Background: an optimization exercise with open tools, aiming at small area, a short achievable clock period and few clock cycles. Do not read the settings as production practice. Function was checked by simulation only, so behaviour that the tests miss may differ from the original. No activity file was given, so power comes from the tool's default toggle rates.

## flow/flow/run.sh

```bash
#!/bin/bash
set -euo pipefail
sed -e 's/SETUP_SLACK_MARGIN=[0-9.]*/SETUP_SLACK_MARGIN=6/' \
    -e 's/CLKGATE_MAP_FILE= /CLKGATE_MAP_FILE= ADDER_MAP_FILE= /' standard.sh > standard_margin.sh
grep -q 'SETUP_SLACK_MARGIN=6' standard_margin.sh
grep -q 'ADDER_MAP_FILE= ' standard_margin.sh
bash standard_margin.sh > flow_make.log 2>&1
```

## flow/standard.sh

```bash
#!/bin/bash
# synth_recipe.tcl (not shown) runs the flow's synth.tcl, then flattens the netlist and writes it again
# the make line also repeats each setting of config.mk as NAME=value (left out here)
make -C /OpenROAD-flow-scripts/flow DESIGN_CONFIG=/design/flow/config.mk WORK_HOME=/design/flow/orfs CLKGATE_MAP_FILE= SYNTH_SCRIPT=/design/flow/synth_recipe.tcl "${@:-finish}"
```

## flow/config.mk

```make
export PLATFORM = sky130hd
export DESIGN_NAME = JAM
export DESIGN_NICKNAME = JAM
export VERILOG_FILES = /design/flow/design.v
export SDC_FILE = /design/flow/constraint.sdc
export NUM_CORES = 4
export LEC_CHECK = 0
export ABC_AREA = 1
export CAP_MARGIN = 20
export CORE_MARGIN = 2
export CORE_UTILIZATION = 40
export SETUP_SLACK_MARGIN = 5
export SLEW_MARGIN = 20
```

## flow/constraint.sdc

```tcl
create_clock -name core_clock -period 10.0 [get_ports {CLK}]
set_input_delay 2.0000 -clock core_clock [delete_from_list [all_inputs] [get_ports {CLK}]]
set_output_delay 2.0000 -clock core_clock [all_outputs]
set_load 0.01 [all_outputs]
```

## flow/design.v

```verilog
module JAM (
	input				CLK,
	input				RST,
	output	reg	[2:0]	W,
	output	reg	[2:0]	J,
	input		[6:0]	Cost,
	output	reg	[3:0]	MatchCount,
	output	reg	[9:0]	MinCost,
	output				Valid
);
localparam	S_A		= 4'd0;		 
localparam	S_SEL	= 4'd2;		 
localparam	S_C		= 4'd3;		 
localparam	S_D		= 4'd4;		 
localparam	S_AUG	= 4'd5;		 
localparam	S_B		= 4'd7;		 
localparam	S_CNT	= 4'd9;		 
localparam	S_DONE	= 4'd10;
localparam	O_NONE	= 3'd0;
localparam	O_A		= 3'd1;
localparam	O_D		= 3'd3;
localparam	O_B		= 3'd4;
reg			rst_q;
reg			valid_r;
assign Valid = valid_r & ~rst_q;
reg [3:0]	state;
reg [55:0]	nv;				 
reg [63:0]	dst;			 
reg [23:0]	pred;			 
reg [23:0]	p;				 
reg [7:0]	mcol;			 
reg [7:0]	sc;				 
reg [8:0]	delta;			 
reg [7:0]	ur;				 
reg [7:0]	bv;				 
reg [2:0]	bj;				 
reg [2:0]	jc;				 
reg [2:0]	I;				 
reg			first;
reg			mp;				 
reg			sc_old;			 
reg [2:0]	op2;
reg [6:0]	c2;				 
reg [2:0]	j2;				 
reg [2:0]	w2;				 
reg			f2;				 
reg [8:0]	q2;				 
wire [6:0]	nvp = q2[6:0];
reg [7:0]	dstp;			 
reg [2:0]	predp;			 
function [3:0] next_free;
	input [7:0] b;
	input [3:0] a;
	integer k;
	begin
		next_free = 4'd8;
		for (k = 7; k >= 0; k = k - 1)
			if (!b[k] && (a[3] || k > a)) next_free = k;
	end
endfunction
wire [8:0]	nd    = q2 + c2;
wire		upd   = nd < {1'b0, dstp};
wire [7:0]	dn    = upd ? nd[7:0] : dstp;
wire		take  = f2 || (upd ? nd < {1'b0, bv} : dstp < bv);
wire [7:0]	d_a   = c2 + nvp;
wire		b_new = j2 == 3'd0 || d_a < ur;		 
wire [7:0]	b_row = b_new ? onehot2 : (d_a == ur) ? bv | onehot2 : bv;
wire [7:0]	onehot2 = 8'd1 << j2;
wire		take_a = j2 == 3'd0 || d_a < bv;
wire		take_f = (op2 == O_A) ? take_a : (op2 == O_D) && take;
wire [7:0]	onehotbj = 8'd1 << bj;
wire [6:0]	nvJ   = nv[7*(J) +: 7];
wire [7:0]	dstJ  = dst[8*(J) +: 8];
wire [6:0]	nv_upJ = ((state == S_A || (state == S_B && W == 3'd0)) && sc[J]) ? nvJ + delta[6:0] - dstJ[6:0] : nvJ;
wire [6:0]	nv_iss = (state == S_A && I == 3'd0) ? 7'd0 : nv_upJ;
wire [8:0]	dq    = first ? delta - {2'b00, q2[6:0]} - {2'b00, c2} : delta;
wire [3:0]	n_sc  = next_free(sc, {1'b0, J});
wire [3:0]	n_sc0 = next_free(sc, 4'd8);
wire [7:0]	trow  = dst[8*(I) +: 8];
wire [3:0]	n_cnt = next_free(~trow | sc, first ? 4'd8 : {1'b0, bj});
wire [2:0]	Im1   = I - 3'd1;
wire [2:0]	jbk   = pred[3*(Im1) +: 3];
wire [7:0]	sc_bk = sc & ~(8'd1 << jbk);
wire [3:0]	n_par = next_free(~dst[8*(Im1) +: 8] | sc_bk, {1'b0, jbk});
wire [7:0]	fr    = ~sc;
reg  [7:0]	f_lo, f_hi;
integer q;
always @(*) begin
	for (q = 0; q < 8; q = q + 1) begin
		f_lo[q] = fr[q] && ((fr & ((8'd1 << q) - 8'd1)) == 8'd0);
		f_hi[q] = fr[q] && ((fr & ~((8'd2 << q) - 8'd1)) == 8'd0);
	end
end
wire [7:0]	f_mid = fr & ~f_lo & ~f_hi;
wire [7:0]	t5    = dst[8*(5) +: 8];
wire [7:0]	t6    = dst[8*(6) +: 8];
wire [7:0]	t7    = dst[8*(7) +: 8];
wire [2:0]	ra    = {|(t5 & f_hi), |(t5 & f_mid), |(t5 & f_lo)};
wire [2:0]	rb    = {|(t6 & f_hi), |(t6 & f_mid), |(t6 & f_lo)};
wire [2:0]	rc    = {|(t7 & f_hi), |(t7 & f_mid), |(t7 & f_lo)};
wire [2:0]	c5    = {2'b00, ra[0] & rb[1] & rc[2]} + {2'b00, ra[0] & rb[2] & rc[1]}
					+ {2'b00, ra[1] & rb[0] & rc[2]} + {2'b00, ra[1] & rb[2] & rc[0]}
					+ {2'b00, ra[2] & rb[0] & rc[1]} + {2'b00, ra[2] & rb[1] & rc[0]};
always @(posedge CLK) rst_q <= RST;
integer k;
always @(posedge CLK) begin
	if (rst_q) begin
		state		<= S_A;
		op2			<= O_NONE;
		I			<= 3'd0;
		W			<= 3'd0;
		J			<= 3'd0;
		mcol		<= 8'd0;
		sc			<= 8'd0;
		MinCost		<= 10'd0;
		MatchCount	<= 4'd0;
		valid_r		<= 1'b0;
	end else begin
		c2	<= Cost;
		q2	<= (state == S_D) ? dq + {2'b00, nvJ} : {2'b00, nv_iss};
		dstp	<= dstJ;
		predp	<= pred[3*(J) +: 3];
		j2	<= J;
		w2	<= W;
		case (op2)
		O_A: begin
			for (k = 0; k < 8; k = k + 1) if ((j2) == k) nv[7*k +: 7] <= nvp;
			for (k = 0; k < 8; k = k + 1) if ((j2) == k) dst[8*k +: 8] <= d_a;
			for (k = 0; k < 8; k = k + 1) if ((j2) == k) pred[3*k +: 3] <= j2;
			sc[j2]	<= 1'b0;
			if (take_a) begin
				bv	<= d_a;
				bj	<= j2;
			end
		end
		O_D: begin
			for (k = 0; k < 8; k = k + 1) if ((j2) == k) dst[8*k +: 8] <= dn;
			for (k = 0; k < 8; k = k + 1) if ((j2) == k) pred[3*k +: 3] <= upd ? jc : predp;
			if (take) begin
				bv	<= dn;
				bj	<= j2;
			end
		end
		O_B: begin
			for (k = 0; k < 8; k = k + 1) if ((j2) == k) nv[7*k +: 7] <= nvp;
			if (b_new) ur <= d_a;
			bv		<= b_row;
			if (j2 == 3'd7) begin
				for (k = 0; k < 8; k = k + 1) if ((w2) == k) dst[8*k +: 8] <= b_row;
			end
			if (w2 == 3'd0)
				MinCost	<= MinCost - {3'd0, nvp};
			else if (j2 == 3'd0)
				MinCost	<= MinCost + {2'b00, ur};
		end
		default: ;
		endcase
		op2	<= O_NONE;
		f2	<= 1'b0;
		case (state)
		S_A: begin
			op2		<= O_A;
			J		<= J + 3'd1;
			if (J == 3'd7) state <= S_SEL;
		end
		S_SEL: begin
			mp		<= take_f;
			sc_old	<= sc[bj];
			delta	<= {1'b0, bv};
			J		<= bj;
			jc		<= bj;
			sc		<= (sc & ~((op2 == O_A) ? onehot2 : 8'd0)) | onehotbj;
			if (mcol[bj]) W <= p[3*(bj) +: 3];
			state	<= mcol[bj] ? S_C : S_AUG;
		end
		S_C: begin
			if (mp) begin
				sc[jc]	<= sc_old;
				state	<= S_SEL;
			end else begin
				J		<= n_sc0[2:0];
				first	<= 1'b1;
				state	<= S_D;
			end
		end
		S_D: begin
			op2		<= O_D;
			f2		<= first;
			first	<= 1'b0;
			delta	<= dq;
			if (!n_sc[3]) J <= n_sc[2:0];
			else state <= S_SEL;
		end
		S_AUG: begin
			if (mp) begin
				sc[jc]	<= sc_old;
				state	<= S_SEL;
			end else if (pred[3*(J) +: 3] == J) begin
				mcol[J]	<= 1'b1;
				for (k = 0; k < 8; k = k + 1) if ((J) == k) p[3*k +: 3] <= I;
				J		<= 3'd0;
				if (I == 3'd7) begin
					W		<= 3'd0;
					state	<= S_B;
				end else begin
					I		<= I + 3'd1;
					W		<= I + 3'd1;
					state	<= S_A;
				end
			end else begin
				mcol[J]	<= 1'b1;
				for (k = 0; k < 8; k = k + 1) if ((J) == k) p[3*k +: 3] <= p[3*(pred[3*(J) +: 3]) +: 3];
				J		<= pred[3*(J) +: 3];
			end
		end
		S_B: begin
			op2		<= O_B;
			J		<= J + 3'd1;
			if (J == 3'd7) begin
				W		<= W + 3'd1;
				if (W == 3'd7) begin
					sc		<= 8'd0;
					I		<= 3'd0;
					first	<= 1'b1;
					state	<= S_CNT;
				end
			end
		end
		S_CNT: begin
			if (I == 3'd5) MatchCount <= MatchCount + {1'b0, c5};
			if (I != 3'd5 && !n_cnt[3]) begin
				for (k = 0; k < 8; k = k + 1) if ((I) == k) pred[3*k +: 3] <= n_cnt[2:0];
				sc[n_cnt[2:0]]	<= 1'b1;
				I		<= I + 3'd1;
				first	<= 1'b1;
			end else if (I == 3'd0) begin
				MinCost	<= MinCost + {2'b00, ur};
				state	<= S_DONE;
			end else if (!n_par[3]) begin
				for (k = 0; k < 8; k = k + 1) if ((Im1) == k) pred[3*k +: 3] <= n_par[2:0];
				sc		<= sc_bk | (8'd1 << n_par[2:0]);
				first	<= 1'b1;
			end else begin
				I		<= I - 3'd1;
				sc		<= sc_bk;
				bj		<= jbk;
				first	<= 1'b0;
			end
		end
		default: begin
			valid_r	<= 1'b1;
		end
		endcase
	end
end
endmodule
```

==> results.toml, run 1 <==
[status]
run_status = "no timing/DRC/antenna violations"

[global_routing]
grt_start_max_net_pins = 67
grt_first_pass_wirelength_um = 120000
initial_antenna_violation_count = 1
groute.usage.overall_pct = 31.7
congestion_overflow_gr = 0
first_global_vias = 18700

[worst_setup_path]
path_max_fanout = 27
critical_path.endpoint_type = "primary output"
timing.critical_path.required_ns = 8.00
worstPathArrival_ns = 1.91
timing.setup.critical_path_class = "flop to primary output"
crit_path_start_kind = "flop"

[floorplanning]
floorplan.rows = 80
die_height_um = 224
core_region_area_um2 = 47800
chipWidth_um = 224
pin_count = 30
die_area_um2 = 50300
initial_core_util_pct = 40.6

[routing]
drt_first_iter_violations = 2287
route.detailed.wl_per_inst_um = 24.0
num_vias = 20300
drt-pass1-iter-count = 6
post-route-drc-count = 0
drtAntennaViolNets = 0
total_routed_length_um = 81000
viasPerCell = 6.04

[placed_design]
gp_routability_congestion = 1.01
dpl.hpwl_um = 58600
post-place-cells = 3269
placement.io_buffers = 29

[logic_synthesis]
synth_edf_count = 236
ys_types = 65
synth.avg_cell_area_um2 = 7.26
synth.yosys.warnings = 1
ys_ff_latch = 284
synth_fp_nets = 2686
synth_area_um2 = 19400
part_of_the_yosys_area_used_for_sequential_elements_pct = 41.4
ys_async_sr_fraction_pct = 0
top_reg_cell_synth = "sky130_fd_sc_hd__edfxtp_1"
syn-instance-count = 2677

[pwr]
clockPowerShare_pct = 18.4
pwr_density_cell_nw_per_um2 = 342
power.switching_fraction_pct = 51.2
power.internal_mw = 3.67
power.leakage_nw = 9.09
post-layout-total-power_mw = 7.53
power.share.sequential_pct = 26.2
max-vdd-ir-drop_uv = 239
netSwitchingPower_mw = 3.86
comb_power_share_pct = 55.4

[finish]
register_area_um2 = 8050
mostFrequentLayoutCells = "sky130_fd_sc_hd__nand2_1, sky130_fd_sc_hd__inv_1, sky130_fd_sc_hd__nor2_1"
multi_input_comb_area_um2 = 9770
final_nets = 2735
layout.cells.most_common = "sky130_fd_sc_hd__nand2_1"
filler_cell_count = 4818
layout-drive-gt1-share_pct = 8.35
post_layout_nonfiller_instances = 3370
layout-area-overhead-vs-synth_pct = 13.4

[clock_network]
ctsRootBufferMaster = "sky130_fd_sc_hd__clkbuf_16"
cts.sink_count = 284
clk_pin_slew_worst_paths_ns = 0.06
h-tree-depth = 2
clk_path_buf_depth = 3
tritoncts = "yes"
worstSkewPairLatency_ns = 0.58
cts_made_buffers = 36
holdBufCountCts = 0

[hold_path]
worst_hold_check_path_type = "flop to flop"

[timing]
timing.final.hold_violations = 0
unrepaired_setup_endpoints_after_global_routing = "false"
report.final.slew_viol_count = 0
achievable_clock_frequency_ghz = 0.256
worst-slew-pin-transition_ns = 1.19
period_share_pct = 39.1
setup_total_negative_slack_ns = 0
skew_ns = 0.0402
slew-limit-headroom_pct = 20.8
setup_viol = 0
period_needed_ns = 3.91

[run]
cap_violations = 0
## cells in the mapped netlist, types with 22 or more instances
master,number,area [µm²]
sky130_fd_sc_hd__nand4_1,25,156
sky130_fd_sc_hd__a21oi_1,144,721
sky130_fd_sc_hd__a22oi_1,50,375
sky130_fd_sc_hd__buf_2,37,185
sky130_fd_sc_hd__clkbuf_1,38,143
sky130_fd_sc_hd__nor2_1,293,1100
sky130_fd_sc_hd__xor2_1,23,201
sky130_fd_sc_hd__nand3_1,181,906
sky130_fd_sc_hd__o2111ai_1,22,193
sky130_fd_sc_hd__edfxtp_1,236,7090
sky130_fd_sc_hd__o211ai_1,31,233
sky130_fd_sc_hd__o22ai_1,74,463
sky130_fd_sc_hd__dfxtp_1,48,961
sky130_fd_sc_hd__o21ai_0,193,966
sky130_fd_sc_hd__a221oi_1,24,210
sky130_fd_sc_hd__nor3_1,31,155
sky130_fd_sc_hd__inv_1,341,1280
sky130_fd_sc_hd__o21ai_1,25,125
sky130_fd_sc_hd__nand2_1,658,2470
## flip-flops by register name (all words and copies together) (netlist names), 7 cells and up
| register | count |
|---|---|
| MinCost | 10 |
| bv | 8 |
| c2 | 7 |
| delta | 9 |
| dst | 64 |
| dstp | 8 |
| mcol | 8 |
| nv | 56 |
| p | 24 |
| pred | 24 |
| q2 | 9 |
| sc | 8 |
| ur | 8 |
## power groups by stage
stage               Combinational [mW]  Clock [mW]  Sequential, mW
global route                      4.58        1.44            1.98
global placement                  3.88           0            2.01
detailed placement                3.90           0            2.01
floorplan                         2.68           0            1.85
CTS                               3.95        1.40            1.99
finish                            4.17        1.39            1.97
## timing repair
item | CTS | global route
cloned | 2 | 1
setup buffers | 5 | 25
setup endpoints to repair | 77 | 153
resized for setup | 14 | 24
pin swaps | 1 | 2
## worst paths after layout
check	from	to	slack (ns)	depth (start not counted)
min	valid_r	valid_r	0.45	2
max	rst_q	Valid	6.09	3
min reg2reg	valid_r	valid_r	0.45	2
max reg2reg	I[0]	pred[4]	6.18	20
## stage by stage
step / util, % / setup slack (ns) / hold slack [ns] / area [µm²]
floorplan: - / 6.96 / 0.421 / 19400
finish: 46.0 / 6.09 / 0.455 / 22000
global placement: 42.6 / 5.09 / 0.446 / 20400
detailed placement: 42.6 / 5.26 / 0.451 / 20400
global route: 46.0 / 5.98 / 0.502 / 22000
CTS: 45.4 / 6.04 / 0.459 / 21700
## per-layer routing
metal / track usage, % / wire (µm)
met1: 42.8 / 33200
met2: 48.5 / 35300
met3: 5.54 / 7610
met4: 16.8 / 4810
met5: 0 / 9
## worst max-delay path, cell delays in order (launching register included)
cell	delay [ns]
sky130_fd_sc_hd__dfxtp_1	0.30
sky130_fd_sc_hd__buf_4	0.42
sky130_fd_sc_hd__nor2_1	0.10
sky130_fd_sc_hd__clkdlybuf4s50_1	0.49
## layout make-up
| cell class | count | share of cell area (%) |
|---|---|---|
| Antenna cell | 1 | 0.0114 |
| Clock inverter | 25 | 1.20 |
| Clock buffer | 41 | 4.41 |
| Timing Repair Buffer | 94 | 3.62 |
| Sequential cell | 284 | 36.6 |
| Timing Repair inverter | 2 | 0.0568 |
| Tap cell | 615 | 3.49 |
| Inverter | 363 | 6.31 |
| Multi-Input combinational cell | 1945 | 44.3 |
## kinds of logic (layout without fill, tap and decap cells)
kind of cell	after synthesis	after routing	share of synthesized area, %
buf+inv	449	525	9.11
fa+ha+maj	1	1	0.0515
xor+xnor	30	30	1.35
mux	1	1	0.0515
simple gates	1245	1245	26.8
compound gates	667	668	21.2
other cells	0	1	0
flops	284	284	41.4
Testbench counts, summed over its fixed seeds: cycles 11,840.
==> run 2, diff against run 1 <==
==> flow/flow/run.sh (replaced) <==
#!/bin/bash
set -euo pipefail
sed -e 's/SETUP_SLACK_MARGIN=[0-9.]*/SETUP_SLACK_MARGIN=6.75/' \
    -e 's/CLKGATE_MAP_FILE= /CLKGATE_MAP_FILE= ADDER_MAP_FILE= /' standard.sh > standard_margin.sh
grep -q 'SETUP_SLACK_MARGIN=6.75' standard_margin.sh
grep -q 'ADDER_MAP_FILE= ' standard_margin.sh
bash standard_margin.sh > flow_make.log 2>&1
==> run 2 against run 1 <==
Clock power barely moved; count of clock-buffer cells in the layout did not move; die area did not move; critical path depth fell by 2; total power rose by 13%; sequential share of layout area fell by 3.0 points; cell count rose by 3.4%; still clean on timing, DRC and antenna.
==> results.toml, run 2 <==
[timing]
skew_ns = 0.0421
setup_viol = 0
worst-slew-pin-transition_ns = 1.22
period_share_pct = 32.6
final.setup.worst_slack_ns = 6.74
setup_total_negative_slack_ns = 0
timing.final.hold_violations = 0
unrepaired_setup_endpoints_after_global_routing = "true"
report.final.slew_viol_count = 0
achievable_clock_frequency_ghz = 0.307
period_needed_ns = 3.26
slew-limit-headroom_pct = 18.8

[clock_network]
holdBufCountCts = 0
clk_path_buf_depth = 3
tritoncts = "yes"
h-tree-depth = 2
ctsRootBufferMaster = "sky130_fd_sc_hd__clkbuf_16"
clk_pin_slew_worst_paths_ns = 0.06
cts.sink_count = 284
cts_made_buffers = 36
worstSkewPairLatency_ns = 0.58

[finish]
layout-area-overhead-vs-synth_pct = 24.2
top_register = "dst"
antenna_cells = 0
mostFrequentLayoutCells = "sky130_fd_sc_hd__nand2_1, sky130_fd_sc_hd__inv_1, sky130_fd_sc_hd__nor2_1"
layout.cells.most_common = "sky130_fd_sc_hd__nand2_1"
stdcell_area_um2 = 24100
layout-drive-gt1-share_pct = 17.6
largest_register_ff_count = 64
final_nets = 2850
layout.core_utilization_pct = 50.4
registers_with_the_most_flip_flops = "dst: 64 flops, nv: 56 flops"

[logic_synthesis]
synth_most_common_cell = "sky130_fd_sc_hd__nand2_1"
synth_fp_nets = 2686
part_of_the_yosys_area_used_for_sequential_elements_pct = 41.4
synth_edf_count = 236
synth_area_leaders = "sky130_fd_sc_hd__edfxtp_1, sky130_fd_sc_hd__nand2_1, sky130_fd_sc_hd__inv_1"
synth_area_um2 = 19400
top_reg_cell_synth = "sky130_fd_sc_hd__edfxtp_1"
synth.yosys.warnings = 1
syn-instance-count = 2677
synth_top_cell_area_share_pct = 36.5
ys_async_sr_fraction_pct = 0
ys_ff_latch = 284
ys_types = 65
synth.top_cells.by_count = "sky130_fd_sc_hd__nand2_1, sky130_fd_sc_hd__inv_1, sky130_fd_sc_hd__nor2_1"
synth.avg_cell_area_um2 = 7.26
synth_largest_area_cell = "sky130_fd_sc_hd__edfxtp_1"

[status]
run_status = "no timing/DRC/antenna violations"

[routing]
num_vias = 21200
post-route-drc-count = 0
route.detailed.wl_per_inst_um = 24.7
drt_first_iter_violations = 2471
viasPerCell = 6.07
post_route_m1_wl_um = 33800
drt-pass1-iter-count = 7
total_routed_length_um = 86200
routed_met2_length_um = 37500
highest_layer = "met4"
drtAntennaViolNets = 0
met3_wirelength_um = 8640

[worst_setup_path]
timing.setup.critical_path_class = "flop to primary output"
timing.critical_path.required_ns = 8.00
crit_path_start_kind = "flop"
cpMaxStageDelayCell = "sky130_fd_sc_hd__dfxtp_4"
path_max_fanout = 7
cp.buffers_inverters = 1
crit_path_max_incr_delay_ns = 0.44
ff2ff_setup_slack_ns = 6.75
cp_top_family = "flip-flops"
critical_path.endpoint_type = "primary output"
worstPathArrival_ns = 1.26
setup.worst_path.start = "J[0]"
r2r-start = "q2[3]"
worstPathCellList = "clkdlybuf4s15_1"

[placed_design]
dpl.hpwl_um = 58600
gp_routability_congestion = 1.01
place_worst_setup_slack_ns = 5.26
postPlaceCellArea_um2 = 20400
placement.io_buffers = 29

[floorplanning]
chipWidth_um = 224
floorplan.rows = 80
pin_count = 30
initial_core_util_pct = 40.6
core_region_area_um2 = 47800
die_area_um2 = 50300
die_height_um = 224

[pwr]
post-layout-total-power_mw = 8.48
power.leakage_nw = 10.0
max-vdd-ir-drop_uv = 238
pwr_density_cell_nw_per_um2 = 351

[global_routing]
grt_start_max_net_pins = 67
initial_antenna_violation_count = 0
first_global_vias = 19100
groute.usage.overall_pct = 32.5
grt_first_pass_wirelength_um = 122000
congestion_overflow_gr = 0

[run]
cap_violations = 0

[hold_path]
worst_hold_check_path_type = "flop to flop"
hold_path_startpoint = "mcol[4]"
run 2: repair_timing:
action | CTS | global route
resized for setup | 169 | 220
pin swaps | 11 | 40
setup endpoints to repair | 263 | 250
hold endpoints to repair | 0 | 0
cloned | 6 | 13
buffers inserted | 59 | 70
run 2: worst min-delay path, stage by stage, from the launching register on:
cell and delay [ns]:
sky130_fd_sc_hd__dfxtp_1 0.29, sky130_fd_sc_hd__inv_1 0.07, sky130_fd_sc_hd__o21bai_1 0.07
run 2: stage by stage:
stage	cells	hold WS, ns
after floorplan	2677	0.421
after global placement	3269	0.446
after detailed placement	3269	0.451
after CTS	3400	0.481
after global routing	3484	0.504
final	3484	0.481
run 2: power breakdown:
group | switching (mW) | internal [mW] | leakage [nW]
Clock | 0.559 | 0.830 | 0.613
Combinational | 3.51 | 1.61 | 6.80
Sequential | 0.256 | 1.71 | 2.60
run 2: cells by family after synthesis:
| group | after synthesis | synth area share, % |
|---|---|---|
| DFF | 284 | 41.4 |
| AOI/OAI and AO/OA | 667 | 21.2 |
| muxes | 1 | 0.0515 |
| xor gates and xnor gates | 30 | 1.35 |
| buffers and inverters | 449 | 9.11 |
| adders and majority gates | 1 | 0.0515 |
| and+or+nand+nor | 1245 | 26.8 |
run 2: worst paths after layout:
check / to / cells after the start
setup reg to reg: dst[28] / 14
hold reg to reg: mcol[4] / 2
setup / recovery: J[0] / 1
hold / removal: mcol[4] / 2
run 2: area by class of cell:
type | count | area [µm²]
sequential | 284 | 8100
fill | 4654 | 23700
clock buffer | 41 | 972
clock inverter | 25 | 265
multi-input combinational | 1957 | 10700
tap | 615 | 769
inverter | 363 | 1470
timing repair buffer | 197 | 1810
timing repair inverter | 2 | 15.0
run 2: per-layer routing:
metal	up-vias	global-route usage (%)
li1	9584	-
met1	9923	43.4
met2	1339	50.0
met3	306	5.58
met4	0	18.0
met5	-	0
==> run 3, diff against run 2 <==
==> flow/flow/run.sh (replaced) <==
#!/bin/bash
set -euo pipefail
sed -e 's/SETUP_SLACK_MARGIN=[0-9.]*/SETUP_SLACK_MARGIN=6.5/' \
    -e 's/CLKGATE_MAP_FILE= /CLKGATE_MAP_FILE= ADDER_MAP_FILE= /' standard.sh > standard_margin.sh
grep -q 'SETUP_SLACK_MARGIN=6.5' standard_margin.sh
grep -q 'ADDER_MAP_FILE= ' standard_margin.sh
bash standard_margin.sh > flow_make.log 2>&1
--- a/flow/config.mk
+++ b/flow/config.mk
@@ -9,5 +9,5 @@
 export CAP_MARGIN = 20
 export CORE_MARGIN = 2
-export CORE_UTILIZATION = 40
+export CORE_UTILIZATION = 50
 export SETUP_SLACK_MARGIN = 5
 export SLEW_MARGIN = 20
==> run 3 against run 2 <==
Non-clock buffer count decreased by 84; register-to-register slack got worse by 0.22 ns; sequential power barely moved; first-iteration DRC count is 18% higher; sequential share of layout area rose by 2.5 points; count of clock-buffer cells in the layout rose by 6; largest cell class unchanged.
==> results.toml, run 3 <==
[pwr]
clockPowerShare_pct = 17.0
power.switching_fraction_pct = 51.3
comb_power_share_pct = 56.9
max-vdd-ir-drop_uv = 236
power.leakage_nw = 9.40
power.share.sequential_pct = 26.0
netSwitchingPower_mw = 3.95
pwr_density_cell_nw_per_um2 = 343
power.internal_mw = 3.75

[finish]
registers_with_the_most_flip_flops = "dst: 64 flops, nv: 56 flops"
layout.cells.most_common = "sky130_fd_sc_hd__nand2_1"
layout-area-overhead-vs-synth_pct = 15.5
mostFrequentLayoutCells = "sky130_fd_sc_hd__nand2_1, sky130_fd_sc_hd__inv_1, sky130_fd_sc_hd__nor2_1"
largest_register_ff_count = 64
post_layout_nonfiller_instances = 3294
top_register = "dst"
layout-drive-gt1-share_pct = 11.3
final_nets = 2757

[worst_setup_path]
ff2ff_setup_slack_ns = 6.53
cp.buffers_inverters = 2
r2r-start = "J[0]"
r2r_endpoint = "I[2]"
crit_path_end = "Valid"
crit_cells = 3
crit_path_start_kind = "flop"
worstPathCellList = "buf_12, nor2_1, clkdlybuf4s15_1"
timing.critical_path.required_ns = 8.00
setup.worst_path.start = "rst_q"
critical_path.endpoint_type = "primary output"
r2r.worst_path.cells = 16
timing.setup.critical_path_class = "flop to primary output"
crit_path_max_incr_delay_ns = 0.39
cpMaxStageDelayCell = "sky130_fd_sc_hd__dfxtp_4"
worstPathArrival_ns = 1.47
cp_top_family = "buffers and inverters"
path_max_fanout = 2

[logic_synthesis]
synth_fa_ha_area_share_pct = 0.0515
syn-instance-count = 2677
part_of_the_yosys_area_used_for_sequential_elements_pct = 41.4
ys_async_sr_fraction_pct = 0
parity_gate_share_of_the_synthesized_area_counting_xor_and_xnor_cells_pct = 1.35
synth_area_um2 = 19400
synth_area_leaders = "sky130_fd_sc_hd__edfxtp_1, sky130_fd_sc_hd__nand2_1, sky130_fd_sc_hd__inv_1"
ys_ff_latch = 284
synth_top_cell_area_share_pct = 36.5
synth.yosys.warnings = 1
synth.area.mux_share_pct = 0.0515
top_reg_cell_synth = "sky130_fd_sc_hd__edfxtp_1"
synth_simple_gate_area_share_pct = 26.8
synth_compound_gate_area_share_pct = 21.2
synth.avg_cell_area_um2 = 7.26
synth.top_cells.by_count = "sky130_fd_sc_hd__nand2_1, sky130_fd_sc_hd__inv_1, sky130_fd_sc_hd__nor2_1"
synth_most_common_cell = "sky130_fd_sc_hd__nand2_1"
ys_types = 65
synth_top_family_by_area = "simple AND/OR/NAND/NOR gates"
synth_edf_count = 236
synth_fp_nets = 2686
synth_largest_area_cell = "sky130_fd_sc_hd__edfxtp_1"

[routing]
route.detailed.wl_per_inst_um = 24.8
drt_first_iter_violations = 2928
total_routed_length_um = 81800
num_vias = 21000
drtAntennaViolNets = 0
viasPerCell = 6.38
drt-pass1-iter-count = 9
post-route-drc-count = 0

[hold_path]
worst_hold_check_path_type = "flop to flop"

[run]
cap_violations = 0

[timing]
worst-slew-pin-transition_ns = 1.13
report.final.slew_viol_count = 0
final.setup.worst_slack_ns = 6.53
unrepaired_setup_endpoints_after_global_routing = "true"
setup_total_negative_slack_ns = 0
slew-limit-headroom_pct = 24.4
setup_viol = 0
holdWs_ns = 0.467
skew_ns = 0.0253
timing.final.hold_violations = 0
achievable_clock_frequency_ghz = 0.288
period_needed_ns = 3.47
period_share_pct = 34.7

[global_routing]
groute.usage.overall_pct = 39.3
grt_first_pass_wirelength_um = 120000
initial_antenna_violation_count = 1
congestion_overflow_gr = 0
grt_start_max_net_pins = 64
first_global_vias = 19100

[clock_network]
clk_pin_slew_worst_paths_ns = 0.06
tritoncts = "yes"
worstSkewPairLatency_ns = 0.57
cts.sink_count = 284
cts_made_buffers = 35
clk_path_buf_depth = 3
ctsRootBufferMaster = "sky130_fd_sc_hd__clkbuf_16"
h-tree-depth = 2

[floorplanning]
floorplan.rows = 72
chipWidth_um = 201
core_region_area_um2 = 38500
die_height_um = 201
pin_count = 30
die_area_um2 = 40400
initial_core_util_pct = 50.5

[status]
run_status = "no timing/DRC/antenna violations"

[placed_design]
gp_routability_congestion = 1.01
placement.io_buffers = 29
post-place-cells = 3167
place_worst_setup_slack_ns = 5.58
dpl.hpwl_um = 57300
## run 3: power groups by stage
| stage | registers (mW) | logic, mW | clock network, mW |
|---|---|---|---|
| finish | 2.00 | 4.38 | 1.31 |
| global route | 2.01 | 4.74 | 1.35 |
| CTS | 1.97 | 4.02 | 1.31 |
| detailed placement | 2.03 | 3.81 | 0 |
| global placement | 2.03 | 3.77 | 0 |
| floorplan | 1.85 | 2.68 | 0 |
## run 3: layer usage
| layer | up-vias | share of wire (%) | track usage, % |
|---|---|---|---|
| met2 | 1545 | 43 | 60.5 |
| li1 | 9385 | - | - |
| met5 | - | 0 | 0 |
| met4 | 0 | 7.4 | 24.5 |
| met1 | 9752 | 38 | 51.2 |
| met3 | 343 | 11 | 7.69 |
## run 3: stage by stage
step                utilization (%)  cell area [µm²]  power, mW
CTS                            56.8            21800       7.30
global placement               52.5            20200       5.80
global route                   58.3            22400       8.10
finish                         58.3            22400       7.70
floorplan                         -            19400       4.53
detailed placement             52.5            20200       5.84
## run 3: kinds of logic after synthesis
| kind of cell | count (synthesis) |
|---|---|
| simple gates | 1245 |
| mux | 1 |
| xor+xnor | 30 |
| fa+ha+maj | 1 |
| flops | 284 |
| compound gates | 667 |
| buf+inv | 449 |
## run 3: what timing repair did
action,4_1_cts,5_1_grt
hold buffers,0,0
cloned,5,4
pin swaps,4,14
gates resized for setup,69,111
setup endpoints to repair,179,188
buffers inserted,32,21
## run 3: how the worst min path moves through the flow
stage / startpoint / to / slack, ns / depth (start not counted)
6_report: mcol[4] / mcol[4] / 0.47 / 2
5_1_grt: valid_r / valid_r / 0.50 / 2
4_1_cts: mcol[4] / mcol[4] / 0.47 / 2
2_1_floorplan: bj[2] / jc[2] / 0.42 / 0
3_3_place_gp: valid_r / valid_r / 0.45 / 2
3_5_place_dp: valid_r / valid_r / 0.46 / 2
## run 3: tightest hold or removal path, delay by kind of cell (launching register included)
| kind | cells | cell delay [ns] |
|---|---|---|
| buffers and inverters | 1 | 0.06 |
| flip-flops | 1 | 0.29 |
| AO/OA/AOI/OAI | 1 | 0.06 |
## run 3: layout make-up
class                   count  area [µm²]
diodes                      1        2.50
clock buffers              47         983
clock inverters            17         178
fillers                  3609       16000
inverters                 363        1420
multi-input cells        1948       10000
flip-flops and latches    284        8090
well taps                 518         648
repair buffers            113        1050
repair inverters            3        22.5
==> run 4, diff against run 3 <==
--- a/flow/config.mk
+++ b/flow/config.mk
@@ -9,5 +9,5 @@
 export CAP_MARGIN = 20
 export CORE_MARGIN = 2
-export CORE_UTILIZATION = 50
+export CORE_UTILIZATION = 40
 export SETUP_SLACK_MARGIN = 5
 export SLEW_MARGIN = 20
==> run 4 against run 3 <==
Via count is 1.9% lower; critical endpoint is now MinCost[5]; critical path type unchanged; non-clock buffer count is 23 higher; clock power is 5% higher; sequential share of layout area is 0.68 points lower; combinational power is 4% higher; flip-flop and latch count stayed put; count of clock-buffer cells in the layout is 6 lower; die area is 24% higher.
==> results.toml, run 4 <==
[routing]
post-route-drc-count = 0
drtAntennaViolNets = 0
num_vias = 20600
drt-pass1-iter-count = 7
viasPerCell = 6.05
route.detailed.wl_per_inst_um = 24.3
drt_first_iter_violations = 2407
total_routed_length_um = 83100

[placed_design]
dpl.hpwl_um = 58600
postPlaceCellArea_um2 = 20400
gp_routability_congestion = 1.01
placement.io_buffers = 29

[hold_path]
worst_hold_check_path_type = "flop to flop"
min_path_cells = 2
hold-path-endpoint = "valid_r"
hold_path_startpoint = "valid_r"

[logic_synthesis]
synth_edf_count = 236
ys_async_sr_fraction_pct = 0
syn-instance-count = 2677
synth_fp_nets = 2686
synth.top_cells.by_count = "sky130_fd_sc_hd__nand2_1, sky130_fd_sc_hd__inv_1, sky130_fd_sc_hd__nor2_1"
synth_fa_ha_area_share_pct = 0.0515
synth_most_common_cell = "sky130_fd_sc_hd__nand2_1"
synth_top_family_by_area = "simple AND/OR/NAND/NOR gates"
synth_area_um2 = 19400
synth_top_cell_area_share_pct = 36.5
top_reg_cell_synth = "sky130_fd_sc_hd__edfxtp_1"
part_of_the_yosys_area_used_for_sequential_elements_pct = 41.4
synth.yosys.warnings = 1
ys_ff_latch = 284
synth.avg_cell_area_um2 = 7.26
ys_types = 65
synth_largest_area_cell = "sky130_fd_sc_hd__edfxtp_1"
synth.area.mux_share_pct = 0.0515
synth_compound_gate_area_share_pct = 21.2
parity_gate_share_of_the_synthesized_area_counting_xor_and_xnor_cells_pct = 1.35
synth_simple_gate_area_share_pct = 26.8
synth_area_leaders = "sky130_fd_sc_hd__edfxtp_1, sky130_fd_sc_hd__nand2_1, sky130_fd_sc_hd__inv_1"

[global_routing]
congestion_overflow_gr = 0
grt_first_pass_wirelength_um = 121000
first_global_vias = 18900
initial_antenna_violation_count = 0
grt_start_max_net_pins = 67
groute.usage.overall_pct = 32.3

[worst_setup_path]
cp.buffers_inverters = 1
crit_path_start_kind = "flop"
worstPathCellList = "clkdlybuf4s50_1"
critical_path.endpoint_type = "primary output"
r2r.worst_path.cells = 18
ff2ff_setup_slack_ns = 6.57
r2r_endpoint = "I[1]"
r2r-start = "I[1]"
path_max_fanout = 5
cpMaxStageDelayCell = "sky130_fd_sc_hd__clkdlybuf4s50_1"
timing.critical_path.required_ns = 8.00
crit_path_max_incr_delay_ns = 0.55
cp_top_family = "buffers and inverters"
timing.setup.critical_path_class = "flop to primary output"
worstPathArrival_ns = 1.48

[timing]
setup_total_negative_slack_ns = 0
setup_viol = 0
report.final.slew_viol_count = 0
period_needed_ns = 3.48
timing.final.hold_violations = 0
achievable_clock_frequency_ghz = 0.287
worst-slew-pin-transition_ns = 1.18
slew-limit-headroom_pct = 21.1
period_share_pct = 34.8
skew_ns = 0.0382
unrepaired_setup_endpoints_after_global_routing = "true"

[clock_network]
cts_made_buffers = 36
clk_path_buf_depth = 3
cts.sink_count = 284
h-tree-depth = 2
tritoncts = "yes"
ctsRootBufferMaster = "sky130_fd_sc_hd__clkbuf_16"
holdBufCountCts = 0
worstSkewPairLatency_ns = 0.58
clk_pin_slew_worst_paths_ns = 0.06

[finish]
top_register = "dst"
layout.cells.most_common = "sky130_fd_sc_hd__nand2_1"
final_nets = 2779
register_area_um2 = 8090
largest_register_ff_count = 64
antenna_cells = 0
registers_with_the_most_flip_flops = "dst: 64 flops, nv: 56 flops"
mostFrequentLayoutCells = "sky130_fd_sc_hd__nand2_1, sky130_fd_sc_hd__inv_1, sky130_fd_sc_hd__nor2_1"
layout-area-overhead-vs-synth_pct = 17.6
multi_input_comb_area_um2 = 10100
layout-drive-gt1-share_pct = 12.3
filler_cell_count = 4761
stdcell_area_um2 = 22900

[floorplanning]
initial_core_util_pct = 40.6
chipWidth_um = 224
floorplan.rows = 80
die_area_um2 = 50300
die_height_um = 224
core_region_area_um2 = 47800
pin_count = 30

[run]
cap_violations = 0

[pwr]
pwr_density_cell_nw_per_um2 = 345
max-vdd-ir-drop_uv = 226
power.leakage_nw = 9.56

[status]
run_status = "no timing/DRC/antenna violations"
-- run 4: cell counts after synthesis --
No cell type changed its count.
-- run 4: report_power, final --
part / internal (mW) / switching [mW] / total, mW
sequential: 1.71 / 0.244 / 1.95
combinational: 1.32 / 3.22 / 4.54
clock: 0.830 / 0.555 / 1.38
total: 3.86 / 4.02 / 7.88
-- run 4: stage by stage --
stage	hold slack [ns]	setup slack [ns]	util (%)	instances	power, mW
floorplan	0.421	6.96	-	2677	4.53
global placement	0.446	5.09	42.6	3269	5.89
detailed placement	0.451	5.26	42.6	3269	5.91
CTS	0.459	6.50	46.4	3383	7.48
global route	0.502	6.42	47.8	3413	8.34
finish	0.454	6.52	47.8	3413	7.88
-- run 4: cell type report --
class | count | share of cell area, %
Timing Repair inverter | 2 | 0.0657
Inverter | 363 | 6.17
Timing Repair Buffer | 136 | 5.31
Multi-Input combinational cell | 1947 | 44.3
Tap cell | 615 | 3.37
Clock buffer | 41 | 4.25
Clock inverter | 25 | 1.16
Sequential cell | 284 | 35.4
-- run 4: worst min-delay path, cell delays in order (launching register included) --
cell and delay [ns]:
sky130_fd_sc_hd__dfxtp_1 0.29, sky130_fd_sc_hd__inv_1 0.06, sky130_fd_sc_hd__a21oi_1 0.06
-- run 4: logic make-up after synthesis --
kind of cell,Yosys count
xor+xnor,30
buf+inv,449
compound gates,667
simple gates,1245
flops,284
fa+ha+maj,1
mux,1
-- run 4: repair_timing --
item	CTS	global route
setup buffers	44	26
gates resized for setup	83	106
setup endpoints to repair	198	242
cloned	4	3
pin swaps	3	21
-- run 4: worst max path at each step --
stage / startpoint / endpoint / cells past startpoint / slack (ns)
after floorplan: rst_q / first / 5 / 6.96
after global placement: J[0] / p[15] / 11 / 5.09
after detailed placement: J[0] / p[19] / 11 / 5.26
after CTS: MinCost[2] / MinCost[2] / 1 / 6.50
after global routing: q2[3] / dst[5] / 20 / 6.42
final: MinCost[5] / MinCost[5] / 1 / 6.52
-- run 4: metal layers --
metal  GRT usage, %  vias up  wire length (µm)
met3           5.54      263              7930
met2           49.9     1256             36400
li1               -     9436                 -
met1           43.2     9681             33500
met4           17.2        0              5190
met5              0        -                 0
==> run 5, diff against run 4 <==
--- a/flow/design.v
+++ b/flow/design.v
@@ -84,22 +84,35 @@
 wire [3:0]	n_par = next_free(~dst[8*(Im1) +: 8] | sc_bk, {1'b0, jbk});
 wire [7:0]	fr    = ~sc;
-reg  [7:0]	f_lo, f_hi;
+reg  [7:0]	fm0, fm1, fm2, fm3;
 integer q;
 always @(*) begin
 	for (q = 0; q < 8; q = q + 1) begin
-		f_lo[q] = fr[q] && ((fr & ((8'd1 << q) - 8'd1)) == 8'd0);
-		f_hi[q] = fr[q] && ((fr & ~((8'd2 << q) - 8'd1)) == 8'd0);
-	end
-end
-wire [7:0]	f_mid = fr & ~f_lo & ~f_hi;
-wire [7:0]	t5    = dst[8*(5) +: 8];
-wire [7:0]	t6    = dst[8*(6) +: 8];
-wire [7:0]	t7    = dst[8*(7) +: 8];
-wire [2:0]	ra    = {|(t5 & f_hi), |(t5 & f_mid), |(t5 & f_lo)};
-wire [2:0]	rb    = {|(t6 & f_hi), |(t6 & f_mid), |(t6 & f_lo)};
-wire [2:0]	rc    = {|(t7 & f_hi), |(t7 & f_mid), |(t7 & f_lo)};
-wire [2:0]	c5    = {2'b00, ra[0] & rb[1] & rc[2]} + {2'b00, ra[0] & rb[2] & rc[1]}
-					+ {2'b00, ra[1] & rb[0] & rc[2]} + {2'b00, ra[1] & rb[2] & rc[0]}
-					+ {2'b00, ra[2] & rb[0] & rc[1]} + {2'b00, ra[2] & rb[1] & rc[0]};
+		fm0[q] = fr[q] && ((fr & ((8'd1 << q) - 8'd1)) == 8'd0);
+		fm3[q] = fr[q] && ((fr & ~((8'd2 << q) - 8'd1)) == 8'd0);
+	end
+	for (q = 0; q < 8; q = q + 1) begin
+		fm1[q] = fr[q] && !fm0[q] && ((fr & ~fm0 & ((8'd1 << q) - 8'd1)) == 8'd0);
+		fm2[q] = fr[q] && !fm3[q] && ((fr & ~fm3 & ~((8'd2 << q) - 8'd1)) == 8'd0);
+	end
+end
+reg  [3:0]	rm [0:3];
+integer rr;
+always @(*) begin
+	for (rr = 0; rr < 4; rr = rr + 1)
+		rm[rr] = {|(dst[8*(rr + 4) +: 8] & fm3), |(dst[8*(rr + 4) +: 8] & fm2),
+				  |(dst[8*(rr + 4) +: 8] & fm1), |(dst[8*(rr + 4) +: 8] & fm0)};
+end
+reg  [3:0]	c4;
+integer x0, x1, x2, x3;
+always @(*) begin
+	c4 = 4'd0;
+	for (x0 = 0; x0 < 4; x0 = x0 + 1)
+		for (x1 = 0; x1 < 4; x1 = x1 + 1)
+			for (x2 = 0; x2 < 4; x2 = x2 + 1) begin
+				x3 = 6 - x0 - x1 - x2;
+				if (x0 != x1 && x0 != x2 && x1 != x2)
+					c4 = c4 + {3'd0, rm[0][x0] & rm[1][x1] & rm[2][x2] & rm[3][x3]};
+			end
+end
 always @(posedge CLK) rst_q <= RST;
 integer k;
@@ -228,6 +241,6 @@
 		end
 		S_CNT: begin
-			if (I == 3'd5) MatchCount <= MatchCount + {1'b0, c5};
-			if (I != 3'd5 && !n_cnt[3]) begin
+			if (I == 3'd4) MatchCount <= MatchCount + c4;
+			if (I != 3'd4 && !n_cnt[3]) begin
 				for (k = 0; k < 8; k = k + 1) if ((I) == k) pred[3*k +: 3] <= n_cnt[2:0];
 				sc[n_cnt[2:0]]	<= 1'b1;
==> run 5 against run 4 <==
Still clean; die area grew 3.2%; clock skew fell by 0.0014 ns; first-iteration DRC count increased by 21%; fmax down 14%; cell count rose by 9.5%; non-clock buffer count up 195; critical path type is now flop to flop.
==> results.toml, run 5 <==
[status]
run_status = "no timing/DRC/antenna violations"

[pwr]
power.switching_fraction_pct = 51.1
clockPowerShare_pct = 12.7
netSwitchingPower_mw = 5.19
max-vdd-ir-drop_uv = 258
pwr_density_cell_nw_per_um2 = 368
power.share.sequential_pct = 19.6
power.leakage_nw = 11.2
comb_power_share_pct = 67.8
power.internal_mw = 4.97

[global_routing]
first_global_vias = 21300
busiest_layer = "met2"
grtUsageMet1_pct = 43.4
met3_capacity_usage_during_global_routing_pct = 5.80
grt_start_max_net_pins = 59
groute.usage.overall_pct = 33.5
congestion_overflow_gr = 0
grt_first_pass_wirelength_um = 133000
global_route.usage.met2_pct = 53.3
initial_antenna_violation_count = 0

[timing]
unrepaired_setup_endpoints_after_global_routing = "true"
slew-limit-headroom_pct = 23.8
setup_viol = 0
timing.final.hold_violations = 0
setup_total_negative_slack_ns = 0
worst-slew-pin-transition_ns = 1.14
period_share_pct = 40.5
achievable_clock_frequency_ghz = 0.247
skew_ns = 0.0367
period_needed_ns = 4.05
report.final.slew_viol_count = 0

[finish]
layout.cells.most_common = "sky130_fd_sc_hd__nand2_1"
layout-drive-gt1-share_pct = 29.8
largest_register_ff_count = 64
top_register = "dst"
filler_cell_count = 4636
antenna_cells = 0
layout-area-overhead-vs-synth_pct = 37.8
registers_with_the_most_flip_flops = "dst: 64 flops, nv: 56 flops"
layout.core_utilization_pct = 55.4
final_nets = 3048
mostFrequentLayoutCells = "sky130_fd_sc_hd__nand2_1, sky130_fd_sc_hd__inv_1, sky130_fd_sc_hd__nor2_1"

[logic_synthesis]
synth_fp_nets = 2755
top_reg_cell_synth = "sky130_fd_sc_hd__edfxtp_1"
synth_area_um2 = 20100
synth_area_leaders = "sky130_fd_sc_hd__edfxtp_1, sky130_fd_sc_hd__nand2_1, sky130_fd_sc_hd__inv_1"
synth_most_common_cell = "sky130_fd_sc_hd__nand2_1"
synth_top_cell_area_share_pct = 35.3
synth.avg_cell_area_um2 = 7.30
ys_types = 67
synth_largest_area_cell = "sky130_fd_sc_hd__edfxtp_1"
ys_async_sr_fraction_pct = 0
syn-instance-count = 2746
ys_ff_latch = 284
synth.top_cells.by_count = "sky130_fd_sc_hd__nand2_1, sky130_fd_sc_hd__inv_1, sky130_fd_sc_hd__nor2_1"
synth.yosys.warnings = 2
synth_edf_count = 236
part_of_the_yosys_area_used_for_sequential_elements_pct = 40.1

[floorplanning]
pin_count = 30
die_height_um = 228
core_region_area_um2 = 49900
die_area_um2 = 51900
chipWidth_um = 228
initial_core_util_pct = 40.2
floorplan.rows = 82

[worst_setup_path]
timing.setup.critical_path_class = "flop to flop"
cpMaxStageDelayCell = "sky130_fd_sc_hd__dfxtp_4"
crit_path_max_incr_delay_ns = 0.37
ff2ff_setup_slack_ns = 5.95
crit_path_start_kind = "flop"
worstPathArrival_ns = 4.50
cp_top_family = "simple AND/OR/NAND/NOR gates"
critical_path.endpoint_type = "flop"
path_max_fanout = 7
cp.buffers_inverters = 6
timing.critical_path.required_ns = 10.45

[routing]
total_routed_length_um = 93200
drt_first_iter_violations = 2918
num_vias = 22800
drt-pass1-iter-count = 8
drtAntennaViolNets = 0
route.detailed.wl_per_inst_um = 24.9
viasPerCell = 6.11
post-route-drc-count = 0

[clock_network]
cts.sink_count = 284
h-tree-depth = 2
worstSkewPairLatency_ns = 0.58
clk_pin_slew_worst_paths_ns = 0.06
ctsRootBufferMaster = "sky130_fd_sc_hd__clkbuf_16"
tritoncts = "yes"
clk_path_buf_depth = 3
cts_made_buffers = 35

[run]
cap_violations = 0

[placed_design]
placement.io_buffers = 29
dpl.hpwl_um = 63000
gp_routability_congestion = 1.02

[hold_path]
worst_hold_check_path_type = "flop to flop"
## run 5: changes by cell type after synthesis, moves of 10 or more
cell | before | now
sky130_fd_sc_hd__a31oi_1 | 16 | 26
sky130_fd_sc_hd__buf_2 | 37 | 6
sky130_fd_sc_hd__clkbuf_1 | 38 | 65
sky130_fd_sc_hd__inv_1 | 341 | 374
sky130_fd_sc_hd__nand2_1 | 658 | 575
sky130_fd_sc_hd__nand2_2 | 13 | 36
sky130_fd_sc_hd__nand3_1 | 181 | 130
sky130_fd_sc_hd__nand3_2 | 4 | 27
sky130_fd_sc_hd__nor2_1 | 293 | 340
sky130_fd_sc_hd__o211ai_1 | 31 | 43
sky130_fd_sc_hd__o21ai_0 | 193 | 225
sky130_fd_sc_hd__o21ai_1 | 25 | 9
sky130_fd_sc_hd__o21bai_1 | 12 | 0
sky130_fd_sc_hd__o22ai_1 | 74 | 98
## run 5: final cells by class
cell class,instances,area [µm²],area share (%)
Clock buffer,37,883,3.20
Clock inverter,26,246,0.892
Inverter,397,1640,5.94
Multi-Input combinational cell,1990,12700,46.1
Sequential cell,284,8100,29.3
Tap cell,672,841,3.04
Timing Repair Buffer,331,3180,11.5
## run 5: path summary, 6_finish.rpt
path | startpoint | end | cells after the start
max reg2reg | sc[1] | MatchCount[3] | 32
min | valid_r | valid_r | 2
max | sc[1] | MatchCount[3] | 32
min reg2reg | valid_r | valid_r | 2
## run 5: worst register-to-register path: cells and delay by family, from the launching register on
family                 cells  cell delay, ns
AO/OA/AOI/OAI              2            0.27
buffers and inverters      6            0.64
flip-flops                 1            0.37
AND/OR/NAND/NOR           24            2.67
## run 5: layer usage
metal	part of all wire, %	wire length [µm]	up-vias
met3	9.5	8850	362
met4	6.9	6420	0
li1	-	-	10200
met2	45	42000	1397
met1	39	35900	10900
met5	0	0	-
## run 5: cell families (layout without fill, tap and decap cells)
logic type | count (synthesis) | in the layout | synth area share [%]
flops | 284 | 284 | 40.1
xor+xnor | 37 | 37 | 1.68
compound gates | 730 | 733 | 22.6
fa+ha+maj | 2 | 2 | 0.0998
buf+inv | 479 | 791 | 9.13
simple gates | 1214 | 1218 | 26.3
## run 5: power by group through the flow
| stage | combinational, mW | sequential (mW) | clock (mW) |
|---|---|---|---|
| after floorplan | 2.90 | 1.86 | 0 |
| after CTS | 5.51 | 1.96 | 1.29 |
| after global routing | 7.28 | 2.00 | 1.34 |
| final | 6.88 | 1.99 | 1.29 |
| after detailed placement | 4.29 | 2.01 | 0 |
| after global placement | 4.28 | 2.01 | 0 |
## run 5: through the flow
step / total power [mW] / hold slack (ns) / instances / cell area, µm² / setup WS, ns
after CTS: 8.77 / 0.462 / 3644 / 25200 / 6.18
after floorplan: 4.76 / 0.424 / 2746 / 20100 / 6.51
after detailed placement: 6.30 / 0.449 / 3413 / 21200 / 4.42
after global routing: 10.6 / 0.500 / 3737 / 27600 / 5.72
after global placement: 6.29 / 0.441 / 3413 / 21200 / 4.21
final: 10.2 / 0.459 / 3737 / 27600 / 5.95
## run 5: repair_timing
item | 4_1_cts | 5_1_grt
resized for setup | 445 | 406
setup endpoints to repair | 208 | 173
pin swaps | 103 | 198
cloned | 13 | 4
hold buffers | 0 | 0
setup buffers | 155 | 88
Testbench counts of run 5, summed over its fixed seeds: cycles 10,945.
==> run 6, diff against run 5 <==
--- a/flow/design.v
+++ b/flow/design.v
@@ -103,4 +103,6 @@
 				  |(dst[8*(rr + 4) +: 8] & fm1), |(dst[8*(rr + 4) +: 8] & fm0)};
 end
+reg  [15:0]	rm_q;
+reg			cnt_v;
 reg  [3:0]	c4;
 integer x0, x1, x2, x3;
@@ -112,5 +114,5 @@
 				x3 = 6 - x0 - x1 - x2;
 				if (x0 != x1 && x0 != x2 && x1 != x2)
-					c4 = c4 + {3'd0, rm[0][x0] & rm[1][x1] & rm[2][x2] & rm[3][x3]};
+					c4 = c4 + {3'd0, rm_q[x0] & rm_q[4 + x1] & rm_q[8 + x2] & rm_q[12 + x3]};
 			end
 end
@@ -128,6 +130,9 @@
 		MinCost		<= 10'd0;
 		MatchCount	<= 4'd0;
+		cnt_v		<= 1'b0;
 		valid_r		<= 1'b0;
 	end else begin
+		cnt_v	<= 1'b0;
+		if (cnt_v) MatchCount <= MatchCount + c4;
 		c2	<= Cost;
 		q2	<= (state == S_D) ? dq + {2'b00, nvJ} : {2'b00, nv_iss};
@@ -241,5 +246,8 @@
 		end
 		S_CNT: begin
-			if (I == 3'd4) MatchCount <= MatchCount + c4;
+			if (I == 3'd4) begin
+				rm_q	<= {rm[3], rm[2], rm[1], rm[0]};
+				cnt_v	<= 1'b1;
+			end
 			if (I != 3'd4 && !n_cnt[3]) begin
 				for (k = 0; k < 8; k = k + 1) if ((I) == k) pred[3*k +: 3] <= n_cnt[2:0];
==> run 6 against run 5 <==
Still clean on timing, DRC and antenna; critical path depth is 13 lower; worst setup slack better by 0.46 ns; cell count is 2.9% lower; via count is 3.7% lower; count of clock-buffer cells in the layout is 9 higher; wire length is 4.0% lower; fmax is 13% higher; synthesized cell count is 1.1% higher; first-iteration DRC count is 1.3% higher; sequential power is 2% higher; hold slack better by 0.0091 ns; critical endpoint is now dst[34]; highest routed layer is now met5.
==> results.toml, run 6 <==
[routing]
viasPerCell = 6.06
total_routed_length_um = 89500
post-route-drc-count = 0
route.detailed.wl_per_inst_um = 24.7
num_vias = 22000
drt_first_iter_violations = 2956
drt-pass1-iter-count = 6
drtAntennaViolNets = 0

[worst_setup_path]
timing.setup.critical_path_class = "flop to flop"
setup.worst_path.start = "q2[1]"
crit_path_start_kind = "flop"
timing.critical_path.required_ns = 10.26
r2r_endpoint = "dst[34]"
worstPathArrival_ns = 3.85
path_max_fanout = 10
crit_path_end = "dst[34]"
ff2ff_setup_slack_ns = 6.41
critical_path.endpoint_type = "flop"
r2r.worst_path.cells = 19
r2r-start = "q2[1]"

[timing]
achievable_clock_frequency_ghz = 0.278
timing.final.hold_violations = 0
period_share_pct = 35.9
slew-limit-headroom_pct = 26.4
unrepaired_setup_endpoints_after_global_routing = "true"
period_needed_ns = 3.59
skew_ns = 0.0307
setup_viol = 0
report.final.slew_viol_count = 0
worst-slew-pin-transition_ns = 1.10
setup_total_negative_slack_ns = 0
holdWs_ns = 0.469

[finish]
mostFrequentLayoutCells = "sky130_fd_sc_hd__nand2_1, sky130_fd_sc_hd__inv_1, sky130_fd_sc_hd__edfxtp_1"
layout-area-overhead-vs-synth_pct = 20.4
filler_cell_count = 4990
layout.cells.most_common = "sky130_fd_sc_hd__nand2_1"
final_nets = 2928
largest_register_ff_count = 64
layout-drive-gt1-share_pct = 14.9
registers_with_the_most_flip_flops = "dst: 64 flops, nv: 56 flops"
top_register = "dst"
layout.core_utilization_pct = 48.5

[floorplanning]
floorplan.rows = 83
die_height_um = 231
chipWidth_um = 231
core_region_area_um2 = 51100
initial_core_util_pct = 40.3
pin_count = 30
die_area_um2 = 53300

[global_routing]
groute.usage.overall_pct = 31.7
initial_antenna_violation_count = 2
grt_start_max_net_pins = 50
congestion_overflow_gr = 0
grt_first_pass_wirelength_um = 127000
first_global_vias = 20300

[status]
run_status = "no timing/DRC/antenna violations"

[pwr]
max-vdd-ir-drop_uv = 251
pwr_density_cell_nw_per_um2 = 328
power.leakage_nw = 10.3
post-layout-total-power_mw = 8.14

[logic_synthesis]
synth_fp_nets = 2785
synth.top_cells.by_count = "sky130_fd_sc_hd__nand2_1, sky130_fd_sc_hd__inv_1, sky130_fd_sc_hd__nor2_1"
synth_edf_count = 252
synth_top_cell_area_share_pct = 36.8
syn-instance-count = 2776
synth_most_common_cell = "sky130_fd_sc_hd__nand2_1"
ys_types = 75
synth.yosys.warnings = 2
synth_area_um2 = 20600
ys_ff_latch = 301
ys_async_sr_fraction_pct = 0
top_reg_cell_synth = "sky130_fd_sc_hd__edfxtp_1"
synth_largest_area_cell = "sky130_fd_sc_hd__edfxtp_1"
part_of_the_yosys_area_used_for_sequential_elements_pct = 41.5
synth_area_leaders = "sky130_fd_sc_hd__edfxtp_1, sky130_fd_sc_hd__nand2_1, sky130_fd_sc_hd__inv_1"
synth.avg_cell_area_um2 = 7.42

[clock_network]
clk_path_buf_depth = 3
clk_pin_slew_worst_paths_ns = 0.07
cts_made_buffers = 37
worstSkewPairLatency_ns = 0.58
tritoncts = "yes"
ctsRootBufferMaster = "sky130_fd_sc_hd__clkbuf_16"
cts.sink_count = 301
h-tree-depth = 2

[run]
cap_violations = 0

[placed_design]
gp_routability_congestion = 1.06
placement.io_buffers = 29
dpl.hpwl_um = 61800

[hold_path]
worst_hold_check_path_type = "flop to flop"
min_path_cells = 2
==> run 6: cell count changes after synthesis, moves of 10 or more <==
cell | before | now
sky130_fd_sc_hd__o21ai_0 | 225 | 196
sky130_fd_sc_hd__edfxtp_1 | 236 | 252
sky130_fd_sc_hd__nand4_1 | 18 | 29
sky130_fd_sc_hd__nand3_1 | 130 | 164
sky130_fd_sc_hd__o22ai_1 | 98 | 109
sky130_fd_sc_hd__a31oi_1 | 26 | 16
sky130_fd_sc_hd__nand3_2 | 27 | 3
sky130_fd_sc_hd__nor2_1 | 340 | 267
sky130_fd_sc_hd__nand2_2 | 36 | 13
sky130_fd_sc_hd__nand2_1 | 575 | 679
sky130_fd_sc_hd__nor3_1 | 39 | 49
sky130_fd_sc_hd__clkbuf_1 | 65 | 49
==> run 6: routing by layer <==
metal	vias up	global-route usage (%)	share of wire (%)
met5	-	0	0.010
met4	2	18.9	7.9
met3	378	5.73	9.4
met2	1320	51.5	45
met1	10400	39.4	38
li1	9942	-	-
==> run 6: repair_timing <==
| item | 4_1_cts | 5_1_grt |
|---|---|---|
| resized for setup | 134 | 149 |
| setup endpoints to repair | 201 | 174 |
| setup buffers | 45 | 60 |
| hold buffers | 0 | 0 |
| cloned | 6 | 6 |
| pin swaps | 27 | 71 |
==> run 6: cell type report <==
| cell class | instances | area [µm²] | area share (%) |
|---|---|---|---|
| flip-flops and latches | 301 | 8590 | 34.7 |
| well taps | 680 | 851 | 3.43 |
| diodes | 1 | 2.50 | 0.0101 |
| repair buffers | 172 | 1520 | 6.14 |
| clock inverters | 21 | 134 | 0.540 |
| repair inverters | 2 | 15.0 | 0.0606 |
| clock buffers | 46 | 1060 | 4.29 |
| multi-input cells | 2001 | 11000 | 44.4 |
| inverters | 404 | 1610 | 6.48 |
==> run 6: kinds of logic (layout without fill, tap and decap cells) <==
kind of cell / count (synthesis) / after routing / synth area share [%]
AO/OA/AOI/OAI: 701 / 701 / 21.6
XOR/XNOR: 37 / 37 / 1.72
adder cells (fa/ha/maj): 2 / 2 / 0.0972
buffers and inverters: 483 / 645 / 9.30
flip-flops: 301 / 301 / 41.5
other: 0 / 1 / 0
AND/OR/NAND/NOR: 1252 / 1261 / 25.8
==> run 6: power breakdown <==
| part | internal (mW) | total (mW) | switching (mW) |
|---|---|---|---|
| clock network | 0.760 | 1.34 | 0.578 |
| logic | 1.50 | 4.77 | 3.28 |
| registers | 1.78 | 2.03 | 0.246 |
==> run 6: worst max-delay path, stage by stage (launching register included) <==
cell                       delay, ns
sky130_fd_sc_hd__edfxtp_1       0.52
sky130_fd_sc_hd__nand2_2        0.14
sky130_fd_sc_hd__inv_2          0.05
sky130_fd_sc_hd__nor2_4         0.10
sky130_fd_sc_hd__nand2_2        0.08
sky130_fd_sc_hd__nand2_2        0.10
sky130_fd_sc_hd__nand2_2        0.08
sky130_fd_sc_hd__nand2_2        0.08
sky130_fd_sc_hd__nand2_4        0.06
sky130_fd_sc_hd__buf_4          0.14
sky130_fd_sc_hd__nand2_1        0.16
sky130_fd_sc_hd__inv_2          0.12
sky130_fd_sc_hd__o221ai_1       0.18
sky130_fd_sc_hd__o211ai_1       0.11
sky130_fd_sc_hd__nand2_1        0.13
sky130_fd_sc_hd__nand3b_1       0.24
sky130_fd_sc_hd__buf_4          0.19
sky130_fd_sc_hd__nand2_8        0.09
sky130_fd_sc_hd__o211ai_1       0.48
sky130_fd_sc_hd__nand3_4        0.21
==> run 6: how the worst min path moves through the flow <==
stage / start / to / slack (ns)
3_3_place_gp: mcol[0] / mcol[0] / 0.45
4_1_cts: mcol[1] / mcol[1] / 0.47
3_5_place_dp: mcol[1] / mcol[1] / 0.46
5_1_grt: W[2] / w2[2] / 0.51
6_report: mcol[1] / mcol[1] / 0.47
2_1_floorplan: mcol[1] / mcol[1] / 0.43
==> run 6: stage by stage <==
stage                     setup slack, ns  area (µm²)  std cells
after floorplan                      6.68       20600       2776
after global placement               5.33       21700       3443
after detailed placement             5.31       21700       3443
after CTS                            6.38       23600       3561
after global routing                 6.27       24800       3628
final                                6.41       24800       3628
Testbench counts of run 6, summed over its fixed seeds: cycles 10,945.
==> run 7, diff against run 6 <==
==> flow/flow/run.sh (replaced) <==
#!/bin/bash
set -euo pipefail
sed -e 's/SETUP_SLACK_MARGIN=[0-9.]*/SETUP_SLACK_MARGIN=6/' \
    -e 's/CLKGATE_MAP_FILE= /CLKGATE_MAP_FILE= ADDER_MAP_FILE= /' standard.sh > standard_margin.sh
grep -q 'SETUP_SLACK_MARGIN=6' standard_margin.sh
grep -q 'ADDER_MAP_FILE= ' standard_margin.sh
bash standard_margin.sh > flow_make.log 2>&1
==> run 7 against run 6 <==
Register-to-register slack worse by 0.24 ns; synthesized area unchanged; critical path depth down 17; combinational power down 13%.
==> results.toml, run 7 <==
[routing]
total_routed_length_um = 85100
viasPerCell = 6.02

[logic_synthesis]
part_of_the_yosys_area_used_for_sequential_elements_pct = 41.5
synth.avg_cell_area_um2 = 7.42
synth_most_common_cell = "sky130_fd_sc_hd__nand2_1"
ys_async_sr_fraction_pct = 0
syn-instance-count = 2776
synth_area_um2 = 20600

[pwr]
pwr_density_cell_nw_per_um2 = 322
post-layout-total-power_mw = 7.53

[run]
cap_violations = 0

[timing]
skew_ns = 0.0316
unrepaired_setup_endpoints_after_global_routing = "true"

[finish]
final_nets = 2852
layout-drive-gt1-share_pct = 9.30
layout.cells.most_common = "sky130_fd_sc_hd__nand2_1"
mostFrequentLayoutCells = "sky130_fd_sc_hd__nand2_1, sky130_fd_sc_hd__inv_1, sky130_fd_sc_hd__nor2_1"

[placed_design]
gp_routability_congestion = 1.06
placement.io_buffers = 29

[global_routing]
first_global_vias = 19900
congestion_overflow_gr = 0
grt_start_max_net_pins = 50

[worst_setup_path]
crit_path_max_incr_delay_ns = 0.62
path_max_fanout = 31
r2r_endpoint = "dst[47]"
r2r-start = "q2[1]"
cp.buffers_inverters = 2
r2r.worst_path.cells = 22
crit_path_start_kind = "flop"

[clock_network]
tritoncts = "yes"
holdBufCountCts = 0
worstSkewPairLatency_ns = 0.58

[floorplanning]
die_height_um = 231

[status]
run_status = "no timing/DRC/antenna violations"
-- run 7: changes by cell type in the layout (fill, tap and decap cells not counted), sizes merged, moves of 2 or more --
cell | previous run | this run
buf | 142 | 74
clkdlybuf4s50 | 8 | 29
dlygate4sd2 | 20 | 0
nand3 | 173 | 169
nand2 | 700 | 697
inv | 394 | 396
-- run 7: worst max path at each step --
stage,slack [ns],end,from,cells after the start
after floorplan,6.68,bv[0],q2[1],23
after global placement,5.33,W[0],J[0],13
after detailed placement,5.31,W[0],J[0],13
after CTS,5.93,W[0],J[1],16
after global routing,5.96,dst[39],q2[2],22
final,6.10,J[2],J[2],2
-- run 7: final cells by class --
cell class / count / share of cell area (%)
clock buffers: 46 / 4.54
repair buffers: 103 / 3.74
multi-input cells: 1994 / 44.2
inverters: 404 / 6.67
clock inverters: 21 / 0.572
flip-flops and latches: 301 / 36.6
well taps: 680 / 3.64
repair inverters: 2 / 0.0642
-- run 7: power breakdown --
part           leakage [nW]  switching, mW  internal, mW  total [mW]
combinational          6.33           2.94          1.20        4.14
sequential             2.74          0.270          1.78        2.05
clock                 0.589          0.578         0.760        1.34
-- run 7: timing repair --
action,4_1_cts,5_1_grt
cloned,1,3
gates resized for setup,19,46
endpoints found under the setup margin,154,172
pin swaps,3,10
buffers inserted,2,35
-- run 7: cells by family (layout without fill, tap and decap cells) --
| logic type | after synthesis | count (layout) | share of synthesized area [%] |
|---|---|---|---|
| compound gates | 701 | 701 | 21.6 |
| xor+xnor | 37 | 37 | 1.72 |
| fa+ha+maj | 2 | 2 | 0.0972 |
| buf+inv | 483 | 576 | 9.30 |
| flops | 301 | 301 | 41.5 |
| simple gates | 1252 | 1254 | 25.8 |
-- run 7: worst register-to-register path, cell delays in order (launching register included) --
cell                       delay, ns
sky130_fd_sc_hd__edfxtp_1       0.53
sky130_fd_sc_hd__nand2_2        0.13
sky130_fd_sc_hd__inv_1          0.06
sky130_fd_sc_hd__nor2_2         0.12
sky130_fd_sc_hd__nand2_1        0.10
sky130_fd_sc_hd__nand2_1        0.08
sky130_fd_sc_hd__nand2_1        0.07
sky130_fd_sc_hd__nand2_1        0.07
sky130_fd_sc_hd__nand2_1        0.11
sky130_fd_sc_hd__nand2_2        0.12
sky130_fd_sc_hd__a21oi_2        0.09
sky130_fd_sc_hd__or2_2          0.29
sky130_fd_sc_hd__nand2_2        0.12
sky130_fd_sc_hd__nor2_1         0.07
sky130_fd_sc_hd__nand3b_1       0.21
sky130_fd_sc_hd__nor3_2         0.16
sky130_fd_sc_hd__nand2_1        0.08
sky130_fd_sc_hd__o211ai_1       0.18
sky130_fd_sc_hd__nand3_1        0.21
sky130_fd_sc_hd__nand2_1        0.11
sky130_fd_sc_hd__inv_1          0.05
sky130_fd_sc_hd__o21ai_2        0.35
sky130_fd_sc_hd__nand3_4        0.22
-- run 7: stage by stage --
| step | setup WS, ns | area, µm² | std cells | hold slack [ns] | utilization [%] |
|---|---|---|---|---|---|
| after floorplan | 6.68 | 20600 | 2776 | 0.429 | - |
| after global placement | 5.33 | 21700 | 3443 | 0.447 | 42.4 |
| after detailed placement | 5.31 | 21700 | 3443 | 0.456 | 42.4 |
| after CTS | 5.93 | 22900 | 3513 | 0.472 | 44.9 |
| after global routing | 5.96 | 23400 | 3551 | 0.511 | 45.8 |
| final | 6.10 | 23400 | 3551 | 0.471 | 45.8 |
-- run 7: routing by layer --
metal	global-route usage (%)	part of all wire [%]	vias up
li1	-	-	9765
met3	4.92	9.0	302
met5	0	0	-
met4	17.3	6.6	0
met1	39.1	39	10100
met2	50.4	45	1257

Setup slack of run 7, layout unchanged: 6.101 ns with ideal ports, 6.036 ns with driving cells assumed (clock clkbuf_16, inputs buf_2), 6.168 ns with port delays also shifted by the 0.631 ns mid clock arrival.
